This is an optimization exercise on Yosys and OpenROAD, whose aim is small area, not a production implementation. Function was checked by simulation only, so behaviour that the tests miss may differ from the original. Power figures rest on the tool's default switching activity, not on a simulated workload.

==> job 1499: inputs <==
Design GraphicDriver, start of the top module:
module GraphicDriver(clk, reset, VGA_HS, VGA_VS, VGA_R, VGA_G, VGA_B, VGA_SYNC_N, VGA_BLANK_N, KEY, enable, getAttack, blood1, blood2, magic, life, command);
Settings: LEC_CHECK=0, ABC_AREA=1, CAP_MARGIN=20, CORE_MARGIN=2, CORE_UTILIZATION=50, GPL_TIMING_DRIVEN=0, SETUP_SLACK_MARGIN=0.2, SLEW_MARGIN=20; clock period 8.0 ns.
standard.sh (not shown) runs the stock make flow with config.mk's settings and CLKGATE_MAP_FILE= SYNTH_SCRIPT=/design/flow/synth_recipe.tcl, a recipe that flattens the netlist after the stock synthesis.
==> flow/flow/run.sh <==
#!/bin/bash
# Own layout flow: the standard synthesis, then the combinational logic of its
# netlist is re-mapped for area (flip-flop cells and their names are kept),
# then the standard ORFS flow from floorplan on, with 1x port buffers.
# Every tool's output goes to a log file of its own in this folder.
set -euo pipefail
W=$PWD
R=$W/orfs/results/sky130hd/GraphicDriver/base
LIB=$FLOW_HOME/platforms/sky130hd/lib/sky130_fd_sc_hd__tt_025C_1v80.lib

# 1. standard synthesis
bash standard.sh synth > $W/log_1_standard_synth.log 2>&1
cp $R/1_2_yosys.v $W/std_1_2_yosys.v

# 2. re-map the combinational logic for area
DU=$(sed -n '/DONT_USE_CELLS += /,/^#/p' $FLOW_HOME/platforms/sky130hd/config.mk | grep -o 'sky130_fd_sc_hd__[a-z0-9_]*' | sed 's/^/-dont_use /' | tr '\n' ' ')
cp $W/flow/remap.abc $W/remap.abc
cat > $W/remap.ys <<EOS
read_liberty -ignore_miss_func $LIB
read_verilog $W/std_1_2_yosys.v
hierarchy -top GraphicDriver
setattr -mod -set keep_hierarchy 1 sky130_fd_sc_hd__dfxtp_1
flatten
opt_clean -purge
abc -D 8000 -script $W/remap.abc -liberty $LIB $DU
opt_clean -purge
hilomap -singleton -hicell sky130_fd_sc_hd__conb_1 HI -locell sky130_fd_sc_hd__conb_1 LO
insbuf -buf sky130_fd_sc_hd__buf_4 A X
opt_clean -purge
select GraphicDriver
write_verilog -noattr -noexpr -selected $W/remapped.v
EOS
yosys -s $W/remap.ys > $W/log_2_remap.log 2>&1
cp $W/remapped.v $R/1_2_yosys.v
rm -f $R/1_synth.odb $R/1_synth.sdc
bash standard.sh synth > $W/log_3_synth_odb.log 2>&1

# 3. floorplan to final layout
bash standard.sh BUFFER_PORTS_ARGS="-buffer_cell sky130_fd_sc_hd__buf_1" finish > $W/log_4_finish.log 2>&1
==> flow/flow/remap.abc <==
strash; balance; dch -f; map -D 4500; topo; buffer -c; upsize -c; dnsize -c
==> inputs of job 171, as changes to job 1499 <==
==> flow/flow/remap.abc (replaced) <==
strash; balance; dch -f; map -D 5500; topo; buffer -c; upsize -c; dnsize -c
--- a/flow/config.mk
+++ b/flow/config.mk
@@ -11,4 +11,4 @@
 export CORE_UTILIZATION = 50
 export GPL_TIMING_DRIVEN = 0
-export SETUP_SLACK_MARGIN = 0.2
+export SETUP_SLACK_MARGIN = 0.3
 export SLEW_MARGIN = 20
==> impl_metrics.csv <==
group,metric,value,unit
route,wl_met2,20.2,mm
sta,worstMarginPinSlew,1.16,ns
final_layout,multi_input_area,7540,um^2
worst_setup_path,cp.depth,43,
final_layout,layout-drive-gt1-share,12.9,%
route,wl_met1,18.1,mm
final_layout,stdcell_count,2225,
outcome,outcome,"no timing/DRC/antenna violations",
final_layout,signal_buffers,114,
grt,grt_pass1_vias,12900,
(the above is from job 171)
==> impl_metrics.csv <==
group,metric,value,unit
outcome,outcome,"no timing/DRC/antenna violations",
final_layout,multi_input_area,7530,um^2
worst_setup_path,end_kind,"register",
route,wl_met1,18.3,mm
final_layout,stdcell_count,2205,
grt,grt_pass1_vias,13200,
route,wl_met2,21.2,mm
worst_setup_path,cp.depth,34,
(the above is from job 1499)

==> inputs of 03-21 <==
Another version of the RTL of GraphicDriver (not shown whole).
export LEC_CHECK = 0
export ABC_AREA = 1
export CAP_MARGIN = 20
export CORE_MARGIN = 2
export CORE_UTILIZATION = 50
export CTS_BUF_LIST = sky130_fd_sc_hd__clkbuf_8
export GPL_TIMING_DRIVEN = 0
export SETUP_SLACK_MARGIN = 0.2
export SLEW_MARGIN = 20
create_clock -name core_clock -period 8.0 [get_ports {clk}]
==> flow/flow/remap.abc <==
strash; balance; dch -f; map -D 4500; topo; buffer -c; upsize -c; dnsize -c
Scripts as last shown in full above: flow/flow/run.sh
==> inputs of 08-12, as changes to 03-21 <==
CORE_UTILIZATION = 55   (was 50)
CTS_BUF_LIST = unset   (was sky130_fd_sc_hd__clkbuf_8)
SETUP_SLACK_MARGIN = 0.05   (was 0.2)
==> inputs of 05-13, as changes to 03-21 <==
CTS_BUF_LIST = unset   (was sky130_fd_sc_hd__clkbuf_8)
==> notes <==
03-21 finished with timing, DRC and antenna clean. 05-13 ran to the end with no violations. 08-12 completed without violations. In combinational power, 05-13 and 08-12 hardly differ. Hold slack, highest first: 03-21, 05-13, 08-12. The highest wire length belongs to 08-12, the lowest to 03-21. Global-route usage: 08-12 > 03-21 > 05-13. The highest first-iteration DRC count belongs to 08-12, the lowest to 05-13. Flip-flop and latch count is the same in 08-12 and 03-21. In 08-12 the clock power is larger than in 05-13, by about 2%. The highest clock skew belongs to 03-21, the lowest to 08-12.

what the ideal ports hide:
How much do the figures lean on ideal ports? The routed layouts below were timed once more, with nothing changed but the port constraints.
Step 1 sets driving cells, clkbuf_16 on the clock port and buf_2 on the other inputs (assumed; they add their load-dependent delay and slew).
Step 2 moves the port delays by t, midway between the first and last clock arrival at a register: inputs arrive t later, outputs are due t later. That takes back most of the time a late clock gives input paths.
Three values: ideal ports, drivers, drivers and shift; two values: the first two.
run	shift t [ns]	setup WS [ns]	clock arrival spread, ns
job 1499	0.395	0.536 / 0.536 / 0.536	0.008 / 0.008
job 171	0.389	0.435 / 0.435 / 0.435	0.014 / 0.013
03-21	0.415	0.486 / 0.486 / 0.486	0.028 / 0.028
08-12	0.392	0.433 / 0.433 / 0.433	0.016 / 0.016
05-13	0.387	0.520 / 0.520 / 0.520	0.017 / 0.017
After both steps every run listed still meets setup and hold.
